Context: an optimization exercise on an open-source flow, tuned for small area. The choices shown serve that exercise and are no tape-out recipe.
Function was checked by simulation only, so behaviour that the tests miss may differ from the original.
No activity file was given, so power comes from the tool's default toggle rates.

==> design.v <==
`resetall
`timescale 1ns / 1ps
`default_nettype none
module gpio_axil #
(
    parameter NUM_GPIO = 32,  
    parameter AXIL_ADDR_WIDTH = 16,
    parameter AXIL_ADDR_BASE = 0,
    parameter RB_NEXT_PTR = 0
)
(
    input  wire                         clk,
    input  wire                         rst,
    input  wire [AXIL_ADDR_WIDTH-1:0]   s_axil_awaddr,
    input  wire [2:0]                   s_axil_awprot,
    input  wire                         s_axil_awvalid,
    output wire                         s_axil_awready,
    input  wire [31:0]                  s_axil_wdata,
    input  wire [3:0]                   s_axil_wstrb,
    input  wire                         s_axil_wvalid,
    output wire                         s_axil_wready,
    output wire [1:0]                   s_axil_bresp,
    output wire                         s_axil_bvalid,
    input  wire                         s_axil_bready,
    input  wire [AXIL_ADDR_WIDTH-1:0]   s_axil_araddr,
    input  wire [2:0]                   s_axil_arprot,
    input  wire                         s_axil_arvalid,
    output wire                         s_axil_arready,
    output wire [31:0]                  s_axil_rdata,
    output wire [1:0]                   s_axil_rresp,
    output wire                         s_axil_rvalid,
    input  wire                         s_axil_rready,
    output wire                         irq,
    input  wire [NUM_GPIO-1:0]          gpio_i,
    output wire [NUM_GPIO-1:0]          gpio_t,
    output wire [NUM_GPIO-1:0]          gpio_o
);
reg s_axil_awready_reg, s_axil_awready_next;
reg s_axil_wready_reg, s_axil_wready_next;
reg s_axil_bvalid_reg, s_axil_bvalid_next;
reg s_axil_arready_reg, s_axil_arready_next;
reg [31:0] s_axil_rdata_reg;
reg s_axil_rvalid_reg, s_axil_rvalid_next;
reg do_axil_write, do_axil_read;
assign s_axil_awready = s_axil_awready_reg;
assign s_axil_wready = s_axil_wready_reg;
assign s_axil_bresp = 2'b00;
assign s_axil_bvalid = s_axil_bvalid_reg;
assign s_axil_arready = s_axil_arready_reg;
assign s_axil_rdata = s_axil_rdata_reg;
assign s_axil_rresp = 2'b00;
assign s_axil_rvalid = s_axil_rvalid_reg;
reg software_rst;
reg [31:0] data_direct_reg;
reg [31:0] data_output_reg;
reg [31:0]  data_input_reg;
assign gpio_o = data_output_reg[NUM_GPIO-1:0];
assign gpio_t = ~data_direct_reg[NUM_GPIO-1:0];
reg [31:0] irq_redge_en;
reg [31:0] irq_fedge_en;
reg [31:0] irq_status_summary;
reg [31:0] irq_status_summary_last;
reg [31:0] irq_bit_mask;
reg [31:0] data_input_reg_last;
wire [31:0] data_input_redge;
wire [31:0] data_input_fedge;
assign data_input_redge = (~data_input_reg_last & data_input_reg);
assign data_input_fedge = (data_input_reg_last & ~data_input_reg);
assign irq = (|(irq_status_summary & ~irq_status_summary_last));
always @* begin
    do_axil_write = 1'b0;
    s_axil_awready_next = 1'b0;
    s_axil_wready_next = 1'b0;
    s_axil_bvalid_next = s_axil_bvalid_reg && !s_axil_bready;
    if (s_axil_awvalid && s_axil_wvalid && (!s_axil_bvalid || s_axil_bready) && (!s_axil_awready && !s_axil_wready)) begin
        s_axil_awready_next = 1'b1;
        s_axil_wready_next = 1'b1;
        s_axil_bvalid_next = 1'b1;
        do_axil_write = 1'b1;
    end
end
always @(posedge clk) begin
    if (rst) begin
        s_axil_awready_reg <= 1'b0;
        s_axil_wready_reg <= 1'b0;
        s_axil_bvalid_reg <= 1'b0;
    end else begin
        s_axil_awready_reg <= s_axil_awready_next;
        s_axil_wready_reg <= s_axil_wready_next;
        s_axil_bvalid_reg <= s_axil_bvalid_next;
    end
end
always @(posedge clk) begin
    if (rst) begin
        software_rst <= 1'b0;
        data_output_reg <= 32'b0;
        data_input_reg <= 32'b0;
        data_direct_reg <= 32'b0;
        data_input_reg_last <= 32'b0;
        irq_status_summary_last <= 32'b0;
        irq_redge_en <= 32'b0;
        irq_fedge_en <= 32'b0;
        irq_bit_mask <= 32'b0;
    end else if (software_rst) begin
        software_rst <= 1'b0;
        data_output_reg <= 32'b0;
        data_input_reg <= 32'b0;
        data_direct_reg <= 32'b0;
    end else begin
        data_input_reg[NUM_GPIO-1:0] <= gpio_i;
        data_input_reg_last <= data_input_reg;
        irq_status_summary_last <= irq_status_summary;
        if (do_axil_write) begin
            case ({s_axil_awaddr >> 2, 2'b00})
                AXIL_ADDR_BASE+8'h10: begin
                    if (s_axil_wdata == 32'h0000000A) begin
                        software_rst <= 1'b1;
                    end
                end
                AXIL_ADDR_BASE+8'h24: begin
                    if (s_axil_wstrb[0]) begin
                        data_direct_reg[7:0] <= s_axil_wdata[7:0];
                    end
                    if (s_axil_wstrb[1]) begin
                        data_direct_reg[15:8] <= s_axil_wdata[15:8];
                    end
                    if (s_axil_wstrb[2]) begin
                        data_direct_reg[23:16] <= s_axil_wdata[23:16];
                    end
                    if (s_axil_wstrb[3]) begin
                        data_direct_reg[31:24] <= s_axil_wdata[31:24];
                    end
                end
                AXIL_ADDR_BASE+8'h28: begin
                    if (s_axil_wstrb[0]) begin
                        data_output_reg[7:0] <= s_axil_wdata[7:0];
                    end
                    if (s_axil_wstrb[1]) begin
                        data_output_reg[15:8] <= s_axil_wdata[15:8];
                    end
                    if (s_axil_wstrb[2]) begin
                        data_output_reg[23:16] <= s_axil_wdata[23:16];
                    end
                    if (s_axil_wstrb[3]) begin
                        data_output_reg[31:24] <= s_axil_wdata[31:24];
                    end
                end
                AXIL_ADDR_BASE+8'h30: begin
                    if (s_axil_wstrb[0]) begin
                        irq_redge_en[7:0] <= s_axil_wdata[7:0];
                    end
                    if (s_axil_wstrb[1]) begin
                        irq_redge_en[15:8] <= s_axil_wdata[15:8];
                    end
                    if (s_axil_wstrb[2]) begin
                        irq_redge_en[23:16] <= s_axil_wdata[23:16];
                    end
                    if (s_axil_wstrb[3]) begin
                        irq_redge_en[31:24] <= s_axil_wdata[31:24];
                    end
                end
                AXIL_ADDR_BASE+8'h34: begin
                    if (s_axil_wstrb[0]) begin
                        irq_fedge_en[7:0] <= s_axil_wdata[7:0];
                    end
                    if (s_axil_wstrb[1]) begin
                        irq_fedge_en[15:8] <= s_axil_wdata[15:8];
                    end
                    if (s_axil_wstrb[2]) begin
                        irq_fedge_en[23:16] <= s_axil_wdata[23:16];
                    end
                    if (s_axil_wstrb[3]) begin
                        irq_fedge_en[31:24] <= s_axil_wdata[31:24];
                    end
                end
                AXIL_ADDR_BASE+8'h38: begin
                    if (s_axil_wstrb[0]) begin
                        irq_bit_mask[7:0] <= s_axil_wdata[7:0];
                    end
                    if (s_axil_wstrb[1]) begin
                        irq_bit_mask[15:8] <= s_axil_wdata[15:8];
                    end
                    if (s_axil_wstrb[2]) begin
                        irq_bit_mask[23:16] <= s_axil_wdata[23:16];
                    end
                    if (s_axil_wstrb[3]) begin
                        irq_bit_mask[31:24] <= s_axil_wdata[31:24];
                    end
                end
                AXIL_ADDR_BASE+8'h3C: begin
                    if (s_axil_wdata == 32'd01) begin
                        irq_status_summary_last <= 32'd0;
                    end
                end
                default: ;
            endcase
        end  
    end
end
always @* begin
    do_axil_read = 1'b0;
    s_axil_arready_next = 1'b0;
    s_axil_rvalid_next = s_axil_rvalid_reg && !s_axil_rready;
    if (s_axil_arvalid && (!s_axil_rvalid || s_axil_rready) && (!s_axil_arready)) begin
        s_axil_arready_next = 1'b1;
        s_axil_rvalid_next = 1'b1;
        do_axil_read = 1'b1;
    end
end
always @(posedge clk) begin
    if (rst) begin
        s_axil_arready_reg <= 1'b0;
        s_axil_rvalid_reg <= 1'b0;
        s_axil_rdata_reg <= 32'd0;
    end else begin
        s_axil_arready_reg <= s_axil_arready_next;
        s_axil_rvalid_reg <= s_axil_rvalid_next;
        if (!(s_axil_rvalid_reg && !s_axil_rready)) begin
            s_axil_rdata_reg <= 32'd0;
        end
        if (do_axil_read) begin
            case ({s_axil_araddr >> 2, 2'b00})
                AXIL_ADDR_BASE+8'h00: s_axil_rdata_reg <= 32'h294EC110;
                AXIL_ADDR_BASE+8'h04: s_axil_rdata_reg <= 32'h00000100;
                AXIL_ADDR_BASE+8'h08: s_axil_rdata_reg <= RB_NEXT_PTR;
                AXIL_ADDR_BASE+8'h20: s_axil_rdata_reg <= NUM_GPIO;
                AXIL_ADDR_BASE+8'h24: s_axil_rdata_reg <= data_direct_reg;
                AXIL_ADDR_BASE+8'h28: s_axil_rdata_reg <= data_output_reg;
                AXIL_ADDR_BASE+8'h2C: s_axil_rdata_reg <= data_input_reg;
                AXIL_ADDR_BASE+8'h30: s_axil_rdata_reg <= irq_redge_en;
                AXIL_ADDR_BASE+8'h34: s_axil_rdata_reg <= irq_fedge_en;
                AXIL_ADDR_BASE+8'h38: s_axil_rdata_reg <= irq_bit_mask;
                AXIL_ADDR_BASE+8'h3C: s_axil_rdata_reg <= irq_status_summary_last;
                default: ;
            endcase
        end  
    end
end
always @* begin
    if (irq_status_summary_last == 32'd0) begin
        irq_status_summary = irq_bit_mask & (
                                (data_input_redge & irq_redge_en) |
                                (data_input_fedge & irq_fedge_en)
                            );
    end else begin
        irq_status_summary = irq_status_summary_last;
    end
end
endmodule
`resetall
==> run.sh <==
#!/bin/bash
# synth_recipe.tcl (not shown) runs the flow's synth.tcl, then flattens the netlist and writes it again
# the make line also repeats each setting of config.mk as NAME=value (left out here)
make -C /OpenROAD-flow-scripts/flow DESIGN_CONFIG=/design/flow/config.mk WORK_HOME=/design/flow/orfs CLKGATE_MAP_FILE= SYNTH_SCRIPT=/design/flow/synth_recipe.tcl finish
==> config.mk <==
export PLATFORM = sky130hd
export DESIGN_NAME = gpio_axil
export DESIGN_NICKNAME = gpio_axil
export VERILOG_FILES = /design/flow/design.v
export SDC_FILE = /design/flow/constraint.sdc
export NUM_CORES = 4
export LEC_CHECK = 0
export CAP_MARGIN = 20
export CORE_MARGIN = 2
export CORE_UTILIZATION = 40
export SLEW_MARGIN = 20
==> constraint.sdc <==
create_clock -name core_clock -period 5.0 [get_ports {clk}]
set_input_delay 1.0000 -clock core_clock [delete_from_list [all_inputs] [get_ports {clk}]]
set_output_delay 1.0000 -clock core_clock [all_outputs]
set_load 0.01 [all_outputs]
==> impl_metrics.toml <==
[status]
outcome = "no timing/DRC/antenna violations"

[grt]
grt_util_all_layers_pct = 25.8
antenna_found_initial = 0
grt_max_degree = 89
grt_pass1_vias = 11400
grt_pass1_wl_mm = 70.4
overflow = 0

[worst_hold_path]
hp-class = "flop to flop"
hold_path_startpoint = "s_axil_rdata_reg[8]$_SDFF_PP0_"
whs_path_depth = 2
hold_end = "s_axil_rdata_reg[8]$_SDFF_PP0_"

[clock_network]
cts_max_level = 2
cts_buffers = 35
root_buffer = "clkbuf_16"
post_cts_buffers = 0
clk_pin_slew_worst_paths_ns = 0.06
cts_tree = "yes"
cts_resized = 0
cts_sinks = 293
postCtsHoldBufs = 0
clk_path_buf_depth = 3
clk_latency_ns = 0.52

[placement]
place_congestion = 0.846
dp_cells = 2039
placed_area_um2 = 15900
hpwl_mm = 30.7
port_buffers = 204

[drt]
routed_wl_mm = 46.6
drt_iter0_drc = 1227
via_count = 12100
avgViaCountPerCell = 5.78
drtPass1Iterations = 6
drc = 0
postRouteAntennaNets = 0
wl_per_cell_um = 22.2

[synthesis]
synthCells = 1468
yosys.area_share.simple_pct = 24.5
synthAdderAreaFrac_pct = 0
netlist_area_um2 = 13400
synth_edf_count = 0
synthMuxAreaShare_pct = 14.4
postSynthAreaPerCell_um2 = 9.15
synth_top_family_by_area = "simple AND/OR/NAND/NOR gates"
yosys_warnings = 1
ys.flop_type = "dfxtp_1"
yosysUniqueCellTypes = 51
synth_sequential_area_ratio_pct = 43.7
synthArstFlopShare_pct = 0
synth-compound-area-share_pct = 12.9
synth_seq_cells = 293
synthXorXnorAreaFrac_pct = 0

[die]
die_h_um = 187
die_w_um = 187
io_pins = 219
rows = 67
core_area_um2 = 33300
initial_core_util_pct = 40.4
die-area_um2 = 35100

[critical_path]
r2r_cells = 6
cpPeakStageDelay_ns = 0.58
worstSetupPathType = "flop to output pin"
worstPathRequired_ns = 4.00
crit_path_end_kind = "output pin"
arrival_ns = 2.92
start_kind = "flop"
slowest_stage = "o21ai_0"
critical_path.top_delay_family = "compound AO/OA/AOI/OAI gates"
path_buf_inv = 1
crit_fanout = 4
path_cells = "and3b_1, o21ai_0, nand4_1, nor4_1, a211oi_1, clkdlybuf4s50_1"
r2r-end = "data_output_reg[20]$_SDFFE_PP0P_"
timing.rr.start = "s_axil_wready_reg$_SDFF_PP0_"
rrSetupSlack_ns = 2.38

[timing]
maxSlewViolCount = 0
fmax_mhz = 255
clock_skew_ns = 0.0141
hold_violations = 0
maxSlewHeadroom_pct = 30.8
rsz0062_at_grt = "false"
tns_ns = 0
setup-violations-final = 0
period_needed_ns = 3.92
worst_pin_slew_ns = 1.04
finalCritPeriodShare_pct = 78.4

[final_layout]
fin_nets = 1741
final_util_pct = 51.2
layoutNonFillerInstCount = 2101
drive_gt1_share_pct = 7.26
area_growth_pct = 26.8
fin_area_um2 = 17000
n_antenna_cell = 0

[pwr]
p_per_area_nw_per_um2 = 307
total_leakage_power_uw = 0.00706
peakVddDrop_uv = 187
power_uw = 5230

[job]
max_cap_violations = 0
[tightest hold or removal path: stages (launching register included)]
cell	delay [ns]
dfxtp_1	0.31
nand2_1	0.05
a21oi_1	0.05
[worst max-delay path by stage]
stage / from / endpoint / slack [ns] / depth (start not counted)
floorplan: s_axil_araddr[11] / s_axil_rdata_reg[0]$_SDFF_PP0_ / 2.04 / 7
global placement: s_axil_araddr[11] / s_axil_rdata_reg[11]$_SDFF_PP0_ / 1.0 / 6
detailed placement: s_axil_awaddr[11] / data_output_reg[5]$_SDFFE_PP0P_ / 0.96 / 6
CTS: data_input_reg[2]$_SDFF_PP0_ / irq / 1.09 / 6
global route: data_input_reg[2]$_SDFF_PP0_ / irq / 0.98 / 6
finish: data_input_reg[2]$_SDFF_PP0_ / irq / 1.08 / 6
[area by class of cell]
type / instances / area (um^2)
Fill cell: 3119 / 16200
Multi-Input combinational cell: 1029 / 7030
Sequential cell: 293 / 5870
Timing Repair Buffer: 236 / 2280
Clock buffer: 55 / 1080
Tap cell: 448 / 561
Inverter: 33 / 124
Clock inverter: 7 / 87.6
[placed cells by master (no fill, tap or decap), types with 4 or more instances in the layout]
cell / instances
clkbuf_16: 37
and4_1: 5
buf_4: 32
clkbuf_8: 9
nor2_1: 208
nand2b_1: 10
nand3_1: 10
and2_1: 32
nor3b_1: 10
nor3_1: 17
o22ai_1: 31
and3b_1: 65
nor4_1: 48
conb_1: 4
or3_1: 4
a22oi_1: 35
a21oi_1: 25
nand4_2: 16
nand4_1: 20
o21ai_0: 61
nand2_1: 62
clkinv_2: 4
or4_1: 5
a21o_1: 13
a2bb2oi_1: 9
a222oi_1: 22
clkdlybuf4s50_1: 203
o21ai_1: 5
clkbuf_1: 9
nor2b_1: 39
a221oi_1: 20
inv_1: 33
dfxtp_1: 292
a31oi_1: 13
mux2i_1: 192
a22o_1: 14
[per-layer routing]
metal  track usage, %  share of wire [%]
met1             36.4                 45
met5                0                  0
met2             40.4                 45
met4             7.20                2.3
met3             4.33                7.8
[logic make-up after synthesis]
logic type,after synthesis
buf+inv,149
compound gates,254
flops,293
other cells,1
simple gates,578
mux,193
[power breakdown]
group	switching, uW	internal (uW)	leakage [uW]
combinational	147	113	0.00411
clock	997	1590	0.000575
sequential	23.0	2360	0.00237
[synth_stat cells, types with 4 or more instances]
master / instances / share of area, %
a21oi_1: 25 / 0.93
o22ai_1: 31 / 1.4
nand2_1: 62 / 1.7
nand4_2: 16 / 1.5
nand4_1: 20 / 0.93
and2_1: 32 / 1.5
nor2_1: 209 / 5.8
and4_1: 6 / 0.39
nor4b_2: 4 / 0.45
nor2b_1: 40 / 1.9
o21ai_1: 5 / 0.19
nor4_1: 49 / 2.3
a22o_1: 14 / 0.91
buf_4: 5 / 0.28
buf_1: 7 / 0.20
nand2b_1: 10 / 0.47
nor3_1: 18 / 0.67
a2bb2oi_1: 9 / 0.59
inv_1: 33 / 0.92
and3b_1: 65 / 4.2
or4_1: 5 / 0.28
nor3b_1: 10 / 0.56
nand3_1: 10 / 0.37
or3_1: 4 / 0.19
buf_2: 13 / 0.48
a21o_1: 13 / 0.73
dfxtp_1: 293 / 44
clkbuf_1: 89 / 2.5
a221oi_1: 20 / 1.3
a31oi_1: 13 / 0.61
o21ai_0: 61 / 2.3
mux2i_1: 192 / 14
a22oi_1: 35 / 2.0
a222oi_1: 22 / 1.6
[per-stage QoR]
step / setup WS, ns / hold WS, ns
after CTS: 1.09 / 0.458
after global routing: 0.984 / 0.498
final: 1.08 / 0.458
after floorplan: 2.04 / 0.458
after global placement: 0.998 / 0.453
after detailed placement: 0.962 / 0.450

==> separate check: timing with driven ports <==
How much do the figures lean on ideal ports? The routed layout below was timed once more, with nothing changed but the port constraints.
Step 1: set_driving_cell puts a clkbuf_16 on clk and a buf_2 on each other input, an assumption about the parent block.
Step 2, shift: input delay + t, output delay - t, t = (earliest + latest rising clock arrival at the registers) / 2. This alone moves slack from input paths to output paths.
Three values: ideal ports, drivers, drivers and shift; two values: the first two.
t (ns): 0.561
slack for setup (ns): 1.081 / 1.030 / 0.894
worst setup path after step 2: input to register
After both steps setup and hold are still met in this run. For this run, drivers alone change the setup slack by -0.051 ns; drivers and shift together by -0.187 ns.
